What follows belongs to an exercise in optimizing a design on an open flow for small area; a production flow would make more cautious choices. In this exercise RTL edits were held to simulation tests only and were not proved equivalent to the original. No activity file was given, so power comes from the tool's default toggle rates.

// top_module
module top_module (
    input         clk, rstn,
    input         pkt_vd,
    input         re0, re1, re2,
    input  [7:0]  din,
    output        vo0, vo1, vo2,
    output        busy, error,
    output [7:0]  dout0, dout1, dout2
);
    wire sr0, sr1, sr2;
    wire parity_done, fifo_full, low_pkt_vd;
    wire fe0, fe1, fe2;
    wire full0, full1, full2;
    wire detect_addr, ld_state, laf_state, write_enb_reg;
    wire lfd_state, rst_int_reg;
    wire [2:0] we;
    wire [7:0] data_out;
    fifo f1 (.clk(clk), .rstn(rstn), .we(we[0]), .re(re0), .soft_rst(sr0),
             .din(data_out), .dout(dout0), .full(full0), .empty(fe0));
    fifo f2 (.clk(clk), .rstn(rstn), .we(we[1]), .re(re1), .soft_rst(sr1),
             .din(data_out), .dout(dout1), .full(full1), .empty(fe1));
    fifo f3 (.clk(clk), .rstn(rstn), .we(we[2]), .re(re2), .soft_rst(sr2),
             .din(data_out), .dout(dout2), .full(full2), .empty(fe2));
    fsm fb (
        .clk(clk), .rstn(rstn), .pkt_vd(pkt_vd), .din(din[1:0]),
        .fifo_full(fifo_full),
        .fifo_empty0(fe0), .fifo_empty1(fe1), .fifo_empty2(fe2),
        .sft_rst(sr0 | sr1 | sr2),
        .parity_done(parity_done), .low_pkt_vd(low_pkt_vd),
        .detect_add(detect_addr), .ld_state(ld_state), .laf_state(laf_state),
        .lfd_state(lfd_state), .write_enb_reg(write_enb_reg),
        .rst_in_reg(rst_int_reg), .busy(busy)
    );
    register r1 (
  ...
Size: about 1100 cells after synthesis, roughly 480 flip-flops, ~0.018 mm² of cells after synthesis.
export LEC_CHECK = 0
export CAP_MARGIN = 20
export CORE_MARGIN = 2
export CORE_UTILIZATION = 40
export SLEW_MARGIN = 20
create_clock -name core_clock -period 5.0 [get_ports {clk}]
standard.sh (not shown) runs the stock make flow with config.mk's settings and CLKGATE_MAP_FILE= SYNTH_SCRIPT=/design/flow/synth_recipe.tcl, a recipe that flattens the netlist after the stock synthesis.
==> flow/flow/run.sh <==
#!/bin/bash
# The standard layout (standard.sh) with three changes:
#  - synthesis maps logic with an area-oriented ABC script (flow/area.abc);
#    the rest of the synthesis script, and so every register, is the standard flow's own;
#  - clock tree: no dummy loads, clkbuf_8 sink clusters;
#  - port buffers use the smallest buffer cell.
set -euo pipefail
HERE=$(pwd)
cat flow/abc_override.tcl synth_recipe.tcl > my_synth.tcl
sed "s#SYNTH_SCRIPT=[^ ]*#SYNTH_SCRIPT=$HERE/my_synth.tcl#" standard.sh > my_standard.sh
export MY_ABC_SCRIPT=$HERE/flow/area.abc
export CTS_ARGS="-sink_clustering_enable -repair_clock_nets -buf_list sky130_fd_sc_hd__clkbuf_16 -dont_use_dummy_load -sink_clustering_size 30 -sink_clustering_max_diameter 70"
export BUFFER_PORTS_ARGS="-buffer_cell sky130_fd_sc_hd__buf_1"
bash my_standard.sh > standard.log 2>&1
==> flow/flow/abc_override.tcl <==
# Map the combinational logic with an area-oriented ABC script (flow/area.abc)
# instead of ORFS's delay-driven one. Everything else in synthesis is unchanged.
proc abc {args} {
  set i [lsearch -exact $args -script]
  if { $i >= 0 } { set args [lreplace $args $i [expr {$i + 1}] -script $::env(MY_ABC_SCRIPT)] }
  set i [lsearch -exact $args -D]
  if { $i >= 0 } { set args [lreplace $args $i [expr {$i + 1}]] }
  yosys abc {*}$args
}
==> flow/flow/area.abc <==
strash
&get -n
&st
&dch
&nf -a -R 1000
&put
mfs2 -a
strash
&get -n
&st
&dch
&nf -a -R 1000
&put
Change:
--- a/flow/flow/run.sh
+++ b/flow/flow/run.sh
@@ -11,3 +11,3 @@
 export MY_ABC_SCRIPT=$HERE/flow/area.abc
-export CTS_ARGS="-sink_clustering_enable -repair_clock_nets -buf_list sky130_fd_sc_hd__clkbuf_16 -dont_use_dummy_load -sink_clustering_size 30 -sink_clustering_max_diameter 70"
+export CTS_ARGS="-sink_clustering_enable -repair_clock_nets -buf_list sky130_fd_sc_hd__clkbuf_8 -dont_use_dummy_load -sink_clustering_size 16 -sink_clustering_max_diameter 50"
 export BUFFER_PORTS_ARGS="-buffer_cell sky130_fd_sc_hd__buf_1"
After rerunning: Power shrinks by a few percent. Critical path depth does not change. Hold slack improved by 0.0034 ns. Global-route usage rises by 0.34 points.

---

Setup of job 101:
The RTL this note starts from:
==> flow/design.v <==
module fifo (
    input            clk,
    input            rstn,
    input            we,
    input            re,
    input            soft_rst,
    input      [7:0] din,
    output reg [7:0] dout,
    output           full,
    output           empty
);
    reg [3:0] wr_pt, rd_pt;
    reg       wrap;                  
    reg [7:0] mem [15:0];
    wire same = (wr_pt == rd_pt);
    assign empty = same & ~wrap;
    assign full  = same &  wrap;
    wire do_wr = we & ~full;
    wire do_rd = re & ~empty;
    always @(posedge clk) begin
        if (!rstn || soft_rst) begin
            wr_pt <= 4'd0;
            rd_pt <= 4'd0;
            wrap  <= 1'b0;
        end else begin
            if (do_rd) rd_pt <= rd_pt + 4'd1;
            if (do_wr) wr_pt <= wr_pt + 4'd1;
            wrap <= wrap ^ (do_wr & (&wr_pt)) ^ (do_rd & (&rd_pt));
        end
    end
    always @(posedge clk)
        if (do_wr) mem[wr_pt] <= din;
    always @(posedge clk) begin
        if (!rstn || soft_rst)
            dout <= 8'd0;
        else if (do_rd)
            dout <= mem[rd_pt];
    end
endmodule
module fsm (
    input        clk, rstn, pkt_vd,
    input        fifo_full,
    input        fifo_empty0, fifo_empty1, fifo_empty2,
    input        sft_rst,
    input        parity_done, low_pkt_vd,
    input  [1:0] din,
    output       detect_add, ld_state, laf_state,
    output       lfd_state, write_enb_reg, rst_in_reg, busy
);
    localparam decode_address     = 3'b000,
               load_first_data    = 3'b001,
               load_data          = 3'b010,
               wait_till_empty    = 3'b011,
               load_parity        = 3'b100,
               check_parity_error = 3'b101,
               fifo_full_state    = 3'b110,
               load_after_full    = 3'b111;
    reg [2:0] pst, nst;
    always @(posedge clk) begin
        if (!rstn || sft_rst)
            pst <= decode_address;
        else
            pst <= nst;
    end
    reg sel_empty;
    always @(*) begin
        case (din)
            2'd0: sel_empty = fifo_empty0;
            2'd1: sel_empty = fifo_empty1;
            default: sel_empty = fifo_empty2;
        endcase
    end
    always @(*) begin
        nst = decode_address;
        case (pst)
            decode_address:
                if (pkt_vd && din != 2'd3)
                    nst = sel_empty ? load_first_data : wait_till_empty;
            load_first_data:
                nst = load_data;
            load_data:
                nst = fifo_full ? fifo_full_state : (pkt_vd ? load_data : load_parity);
            wait_till_empty:
                nst = (fifo_empty0 || fifo_empty1 || fifo_empty2) ? load_first_data : wait_till_empty;
            load_parity:
                nst = check_parity_error;
            check_parity_error:
                nst = fifo_full ? fifo_full_state : decode_address;
            fifo_full_state:
                nst = fifo_full ? fifo_full_state : load_after_full;
            load_after_full:
                nst = parity_done ? decode_address : (low_pkt_vd ? load_parity : load_data);
        endcase
    end
    assign detect_add    = (pst == decode_address);
    assign lfd_state     = (pst == load_first_data);
    assign ld_state      = (pst == load_data);
    assign laf_state     = (pst == load_after_full);
    assign write_enb_reg = (pst == load_data || pst == load_parity || pst == load_after_full);
    assign rst_in_reg    = (pst == check_parity_error);
    assign busy          = !(pst == load_data || pst == decode_address);
endmodule
module register (
    input        clk, rstn, pkt_vd, fifo_full, rst_in_reg,
    input        detect_addr, ld_state, laf_state,
    input  [7:0] din,
    output reg   parity_done, low_pkt_vd, error,
    output reg [7:0] dout
);
    reg [7:0] fifo_full_reg;
    reg [7:0] pkt_parity_reg;
    reg [7:0] itrnl_parity_reg;
    always @(posedge clk) begin
        if (detect_addr || (ld_state && !fifo_full))
            dout <= din;
        else if (laf_state)
            dout <= fifo_full_reg;
    end
    always @(posedge clk) begin
        if (!rstn)
            fifo_full_reg <= 8'b0;
        else if (ld_state && fifo_full)
            fifo_full_reg <= din;
    end
    always @(posedge clk) begin
        if (!rstn)
            pkt_parity_reg <= 8'b0;
        else if (!pkt_vd && ld_state)
            pkt_parity_reg <= din;
    end
    always @(posedge clk) begin
        if (detect_addr)
            itrnl_parity_reg <= din;
        else if (ld_state && pkt_vd)
            itrnl_parity_reg <= itrnl_parity_reg ^ din;
    end
    always @(posedge clk) begin
        if (!rstn)
            error <= 1'b0;
        else if (parity_done)
            error <= (itrnl_parity_reg != pkt_parity_reg);
    end
    always @(posedge clk) begin
        if (!rstn)
            parity_done <= 1'b0;
        else
            parity_done <= !pkt_vd && ((ld_state && !fifo_full) || laf_state);
    end
    always @(posedge clk) begin
        if (!rstn)
            low_pkt_vd <= 1'b0;
        else if (rst_in_reg)
            low_pkt_vd <= 1'b0;
        else if (ld_state && !pkt_vd)
            low_pkt_vd <= 1'b1;
    end
endmodule
module synchronizer_block (
    input        clk, rstn,
    input        detect_addr, write_enb_reg,
    input        re0, re1, re2,
    input        e0, e1, e2,
    input        f0, f1, f2,
    input  [1:0] din,
    output reg   fifo_full,
    output       vo0, vo1, vo2,
    output       sr0, sr1, sr2,
    output reg [2:0] we
);
    reg [1:0] address;
    reg [4:0] count_0, count_1, count_2;
    always @(posedge clk) begin
        if (!rstn)
            address <= 2'b00;
        else if (detect_addr)
            address <= din;
    end
    always @(*) begin
        we = 3'b000;
        if (write_enb_reg)
            case (address)
                2'b00: we = 3'b001;
                2'b01: we = 3'b010;
                2'b10: we = 3'b100;
                default: we = 3'b000;
            endcase
    end
    always @(*) begin
        case (address)
            2'b00: fifo_full = f0;
            2'b01: fifo_full = f1;
            2'b10: fifo_full = f2;
            default: fifo_full = 1'b0;
        endcase
    end
    assign vo0 = ~e0;
    assign vo1 = ~e1;
    assign vo2 = ~e2;
    assign sr0 = &count_0;
    assign sr1 = &count_1;
    assign sr2 = &count_2;
    always @(posedge clk) begin
        if (!rstn || e0 || re0) count_0 <= 5'd0;
        else                    count_0 <= (count_0 + 5'd1) | {4'd0, sr0};
    end
    always @(posedge clk) begin
        if (!rstn || e1 || re1) count_1 <= 5'd0;
        else                    count_1 <= (count_1 + 5'd1) | {4'd0, sr1};
    end
    always @(posedge clk) begin
        if (!rstn || e2 || re2) count_2 <= 5'd0;
        else                    count_2 <= (count_2 + 5'd1) | {4'd0, sr2};
    end
endmodule
module top_module (
    input         clk, rstn,
    input         pkt_vd,
    input         re0, re1, re2,
    input  [7:0]  din,
    output        vo0, vo1, vo2,
    output        busy, error,
    output [7:0]  dout0, dout1, dout2
);
    wire sr0, sr1, sr2;
    wire parity_done, fifo_full, low_pkt_vd;
    wire fe0, fe1, fe2;
    wire full0, full1, full2;
    wire detect_addr, ld_state, laf_state, write_enb_reg;
    wire lfd_state, rst_int_reg;
    wire [2:0] we;
    wire [7:0] data_out;
    fifo f1 (.clk(clk), .rstn(rstn), .we(we[0]), .re(re0), .soft_rst(sr0),
             .din(data_out), .dout(dout0), .full(full0), .empty(fe0));
    fifo f2 (.clk(clk), .rstn(rstn), .we(we[1]), .re(re1), .soft_rst(sr1),
             .din(data_out), .dout(dout1), .full(full1), .empty(fe1));
    fifo f3 (.clk(clk), .rstn(rstn), .we(we[2]), .re(re2), .soft_rst(sr2),
             .din(data_out), .dout(dout2), .full(full2), .empty(fe2));
    fsm fb (
        .clk(clk), .rstn(rstn), .pkt_vd(pkt_vd), .din(din[1:0]),
        .fifo_full(fifo_full),
        .fifo_empty0(fe0), .fifo_empty1(fe1), .fifo_empty2(fe2),
        .sft_rst(sr0 | sr1 | sr2),
        .parity_done(parity_done), .low_pkt_vd(low_pkt_vd),
        .detect_add(detect_addr), .ld_state(ld_state), .laf_state(laf_state),
        .lfd_state(lfd_state), .write_enb_reg(write_enb_reg),
        .rst_in_reg(rst_int_reg), .busy(busy)
    );
    register r1 (
        .clk(clk), .rstn(rstn), .pkt_vd(pkt_vd), .fifo_full(fifo_full),
        .rst_in_reg(rst_int_reg),
        .detect_addr(detect_addr), .ld_state(ld_state), .laf_state(laf_state),
        .din(din),
        .parity_done(parity_done), .low_pkt_vd(low_pkt_vd), .error(error),
        .dout(data_out)
    );
    synchronizer_block s1 (
        .clk(clk), .rstn(rstn),
        .detect_addr(detect_addr), .write_enb_reg(write_enb_reg),
        .re0(re0), .re1(re1), .re2(re2),
        .e0(fe0), .e1(fe1), .e2(fe2),
        .f0(full0), .f1(full1), .f2(full2),
        .din(din[1:0]),
        .vo0(vo0), .vo1(vo1), .vo2(vo2),
        .sr0(sr0), .sr1(sr1), .sr2(sr2),
        .fifo_full(fifo_full), .we(we)
    );
endmodule
clock: 5.0 ns
lec_check: 0
cap_margin: 20
core_margin: 2
core_utilization: 40
cts_buf_list: sky130_fd_sc_hd__clkbuf_4
slew_margin: 20
run.sh (not shown) runs the stock make flow with config.mk's settings and CLKGATE_MAP_FILE= SYNTH_SCRIPT=/design/flow/synth_recipe.tcl, a recipe that flattens the netlist after the stock synthesis.
Stock flow here: none of the scripts above is used.
The following lists how job 102 was set up differently from job 101:
# job 101
export LEC_CHECK = 0
export CAP_MARGIN = 20
export CORE_MARGIN = 2
export CORE_UTILIZATION = 40
export CTS_BUF_LIST = sky130_fd_sc_hd__clkbuf_4
export SLEW_MARGIN = 20
create_clock -name core_clock -period 5.0 [get_ports {clk}]
# job 102
export LEC_CHECK = 0
export CAP_MARGIN = 20
export CORE_MARGIN = 2
export CORE_UTILIZATION = 40
export SLEW_MARGIN = 20
create_clock -name core_clock -period 5.0 [get_ports {clk}]
==> flow/flow/run.sh (new file) <==
#!/bin/bash
export CTS_ARGS="-sink_clustering_enable -repair_clock_nets -buf_list sky130_fd_sc_hd__clkbuf_8 -dont_use_dummy_load -sink_clustering_size 16 -sink_clustering_max_diameter 50"
bash standard.sh > standard.log 2>&1
==> flow/standard.sh (new file) <==
#!/bin/bash
# synth_recipe.tcl (not shown) runs the flow's synth.tcl, then flattens the netlist and writes it again
# the make line also repeats each setting of config.mk as NAME=value (left out here)
make -C /OpenROAD-flow-scripts/flow DESIGN_CONFIG=/design/flow/config.mk WORK_HOME=/design/flow/orfs CLKGATE_MAP_FILE= SYNTH_SCRIPT=/design/flow/synth_recipe.tcl "${@:-finish}"
removed: flow/run.sh
## What came out
Measured against each other, job 101 and job 102 differ in cell-internal power, the higher figure coming from job 101.
Job 102 vs. job 101: number of cells on the worst hold path was more or less identical, post-layout minimum cycle time went down, core utilization shrank by 2.0 points.
Job 101 → job 102: wire length after detailed routing moved down; total power moved down; arrival time at the worst endpoint moved down.
Final clock period utilization by the worst path was higher in job 101 than in job 102.
Min met2 wirelength from detailed routing across job 101 and job 102: job 102
Edits applied to the flow inputs when going from job 102 to job 103:
# job 102
export LEC_CHECK = 0
export CAP_MARGIN = 20
export CORE_MARGIN = 2
export CORE_UTILIZATION = 40
export SLEW_MARGIN = 20
create_clock -name core_clock -period 5.0 [get_ports {clk}]
# job 103
export LEC_CHECK = 0
export CAP_MARGIN = 20
export CORE_MARGIN = 2
export CORE_UTILIZATION = 60
export CTS_BUF_LIST = sky130_fd_sc_hd__clkbuf_2 sky130_fd_sc_hd__clkbuf_4
export CTS_CLUSTER_SIZE = 20
export SLEW_MARGIN = 20
create_clock -name core_clock -period 5.0 [get_ports {clk}]
==> flow/run.sh (new file) <==
#!/bin/bash
# synth_recipe.tcl (not shown) runs the flow's synth.tcl, then flattens the netlist and writes it again
# the make line also repeats each setting of config.mk as NAME=value (left out here)
make -C /OpenROAD-flow-scripts/flow DESIGN_CONFIG=/design/flow/config.mk WORK_HOME=/design/flow/orfs CLKGATE_MAP_FILE= SYNTH_SCRIPT=/design/flow/synth_recipe.tcl finish
removed: flow/flow/run.sh
removed: flow/standard.sh
[summary]
Compare job 102 and job 103 | number of nets in the finished design lower: job 102. Job 103 vs. job 102: final cell count went down by 52. fb.pst[0] as the first element of the critical path was reported by job 103, and f3.rd_pt[3] by job 102. Delta (job 103 minus job 102): detailed-route wire length climbed 200 um; total iterations of the first detailed-routing run went up. Comparing job 102 and job 103, the lower global-route usage is on job 102. In the tables for job 102 and job 103, worst setup slack reads higher with job 102. In the flow results for job 102 and job 103, the total die area is larger on job 102.
Input changes introduced in job 104 (baseline for comparison: job 103):
# job 103
export LEC_CHECK = 0
export CAP_MARGIN = 20
export CORE_MARGIN = 2
export CORE_UTILIZATION = 60
export CTS_BUF_LIST = sky130_fd_sc_hd__clkbuf_2 sky130_fd_sc_hd__clkbuf_4
export CTS_CLUSTER_SIZE = 20
export SLEW_MARGIN = 20
create_clock -name core_clock -period 5.0 [get_ports {clk}]
# job 104
export LEC_CHECK = 0
export CAP_MARGIN = 20
export CORE_MARGIN = 2
export CORE_UTILIZATION = 40
export SLEW_MARGIN = 20
create_clock -name core_clock -period 5.0 [get_ports {clk}]
==> results.txt <==
Changes observed in job 104 relative to job 103: width of the chip picked up an extra 22%, combinational power share lost 0.6 points, post-layout total power picked up an extra 2.5%. Number of primary I/O pins: job 104 vs job 103 identical. Job 103 ended up with fb.pst[0] as its timing startpoint of the critical path; job 104 ended up with f3.rd_pt[3]. Per the comparison of job 104 with job 103, power density over the cells shows an increase of about 1.4%; fraction of area in non-clock buffers shows no meaningful change; iteration-0 DRC count of the detailed router shows a reduction of 189; relative max-transition margin shows an increase of 4.5 points. Clock-buffer cell count sits lower in job 104 than in job 103.
> inputs changed (job 104 -> job 105)
# job 104
export LEC_CHECK = 0
export CAP_MARGIN = 20
export CORE_MARGIN = 2
export CORE_UTILIZATION = 40
export SLEW_MARGIN = 20
create_clock -name core_clock -period 5.0 [get_ports {clk}]
# job 105
export LEC_CHECK = 0
export CAP_MARGIN = 20
export CORE_MARGIN = 2
export CORE_UTILIZATION = 65
export SLEW_MARGIN = 20
create_clock -name core_clock -period 5.0 [get_ports {clk}]
==> flow/flow/run.sh (new file) <==
#!/bin/bash
# The standard layout (standard.sh) with three changes:
#  - synthesis maps logic with an area-oriented ABC script (flow/area.abc);
#    the rest of the synthesis script, and so every register, is the standard flow's own;
#  - clock tree: no dummy loads, clkbuf_8 sink clusters;
#  - port buffers use the smallest buffer cell.
set -euo pipefail
HERE=$(pwd)
cat flow/abc_override.tcl synth_recipe.tcl > my_synth.tcl
sed "s#SYNTH_SCRIPT=[^ ]*#SYNTH_SCRIPT=$HERE/my_synth.tcl#" standard.sh > my_standard.sh
export MY_ABC_SCRIPT=$HERE/flow/area.abc
export CTS_ARGS="-sink_clustering_enable -repair_clock_nets -buf_list sky130_fd_sc_hd__clkbuf_8 -dont_use_dummy_load -sink_clustering_size 16 -sink_clustering_max_diameter 50"
export BUFFER_PORTS_ARGS="-buffer_cell sky130_fd_sc_hd__buf_1"
bash my_standard.sh > standard.log 2>&1
==> flow/flow/abc_override.tcl (new file) <==
# Map the combinational logic with an area-oriented ABC script (flow/area.abc)
# instead of ORFS's delay-driven one. Everything else in synthesis is unchanged.
proc abc {args} {
  set i [lsearch -exact $args -script]
  if { $i >= 0 } { set args [lreplace $args $i [expr {$i + 1}] -script $::env(MY_ABC_SCRIPT)] }
  set i [lsearch -exact $args -D]
  if { $i >= 0 } { set args [lreplace $args $i [expr {$i + 1}]] }
  yosys abc {*}$args
}
==> flow/flow/area.abc (new file) <==
strash
dch
map -a
mfs2
strash
dch
map -a
topo
==> flow/standard.sh (new file) <==
#!/bin/bash
# synth_recipe.tcl (not shown) runs the flow's synth.tcl, then flattens the netlist and writes it again
# the make line also repeats each setting of config.mk as NAME=value (left out here)
make -C /OpenROAD-flow-scripts/flow DESIGN_CONFIG=/design/flow/config.mk WORK_HOME=/design/flow/orfs CLKGATE_MAP_FILE= SYNTH_SCRIPT=/design/flow/synth_recipe.tcl "${@:-finish}"
removed: flow/run.sh
==> comparison <==
Higher synthesized area goes to job 104 over job 105.
On routed wire length: job 105 sits above job 104.
Peak supply drop up 24% in job 105 wrt job 104
Total of fill cells in the finished design on job 105 is down relative to job 104.
Fraction of power consumed by the clock network: job 105 < job 104
Changes observed in job 105 relative to job 104: critical path arrival now sits higher, peak clock frequency supported by timing now sits lower, clock skew now sits higher.
Worst-case headroom to the max-slew limit | job 105 above job 104
Looking at job 104 and job 105, the tightest hold margin is a wash.
Job 105 ended with more critical path depth than job 104.

[what the ideal ports hide]
Ports are ideal in the flow. The routed layouts listed here were re-timed in OpenROAD. Step 1 (the two cells are an assumption about what drives the block):
set clk [get_ports {clk}]
set_driving_cell -lib_cell sky130_fd_sc_hd__clkbuf_16 $clk
set_driving_cell -lib_cell sky130_fd_sc_hd__buf_2 [delete_from_list [all_inputs] $clk]
Step 2 moves the port delays by t, midway between the first and last clock arrival at a register: inputs arrive t later, outputs are due t later. That takes back most of the time a late clock gives input paths. Slacks: no drivers / after step 1 / after step 2; pairs: no drivers / after step 1.
run | t, ns | slack for setup (ns) | worst setup path at the end | clock arrival spread, ns | worst register clock-pin slew, ns
the first run of note 1 | 0.610 | 1.776 / 1.776 / 1.262 | input to register | 0.063 / 0.064 | 0.11 / 0.11
the second run of note 1 | 0.637 | 1.742 / 1.742 / 1.210 | input to register | 0.066 / 0.067 | 0.10 / 0.10
job 101 | 0.861 | 1.029 / 0.982 / 1.460 | register to register | 0.071 / 0.071 | 0.08 / 0.08
job 102 | 0.653 | 1.229 / 1.179 / 1.524 | register to register | 0.044 / 0.045 | 0.10 / 0.10
job 103 | 0.811 | 0.805 / 0.760 / 1.535 | register to register | 0.044 / 0.044 | 0.07 / 0.07
job 104 | 0.630 | 1.280 / 1.227 / 1.476 | register to register | 0.028 / 0.028 | 0.07 / 0.07
job 105 | 0.617 | 1.138 / 1.093 / 1.710 | register to output | 0.050 / 0.050 | 0.10 / 0.10
After both steps setup and hold are still met in every run listed. For the second run of note 1, which loses most, drivers alone change the setup slack by 0.000 ns; drivers and shift together by -0.532 ns.
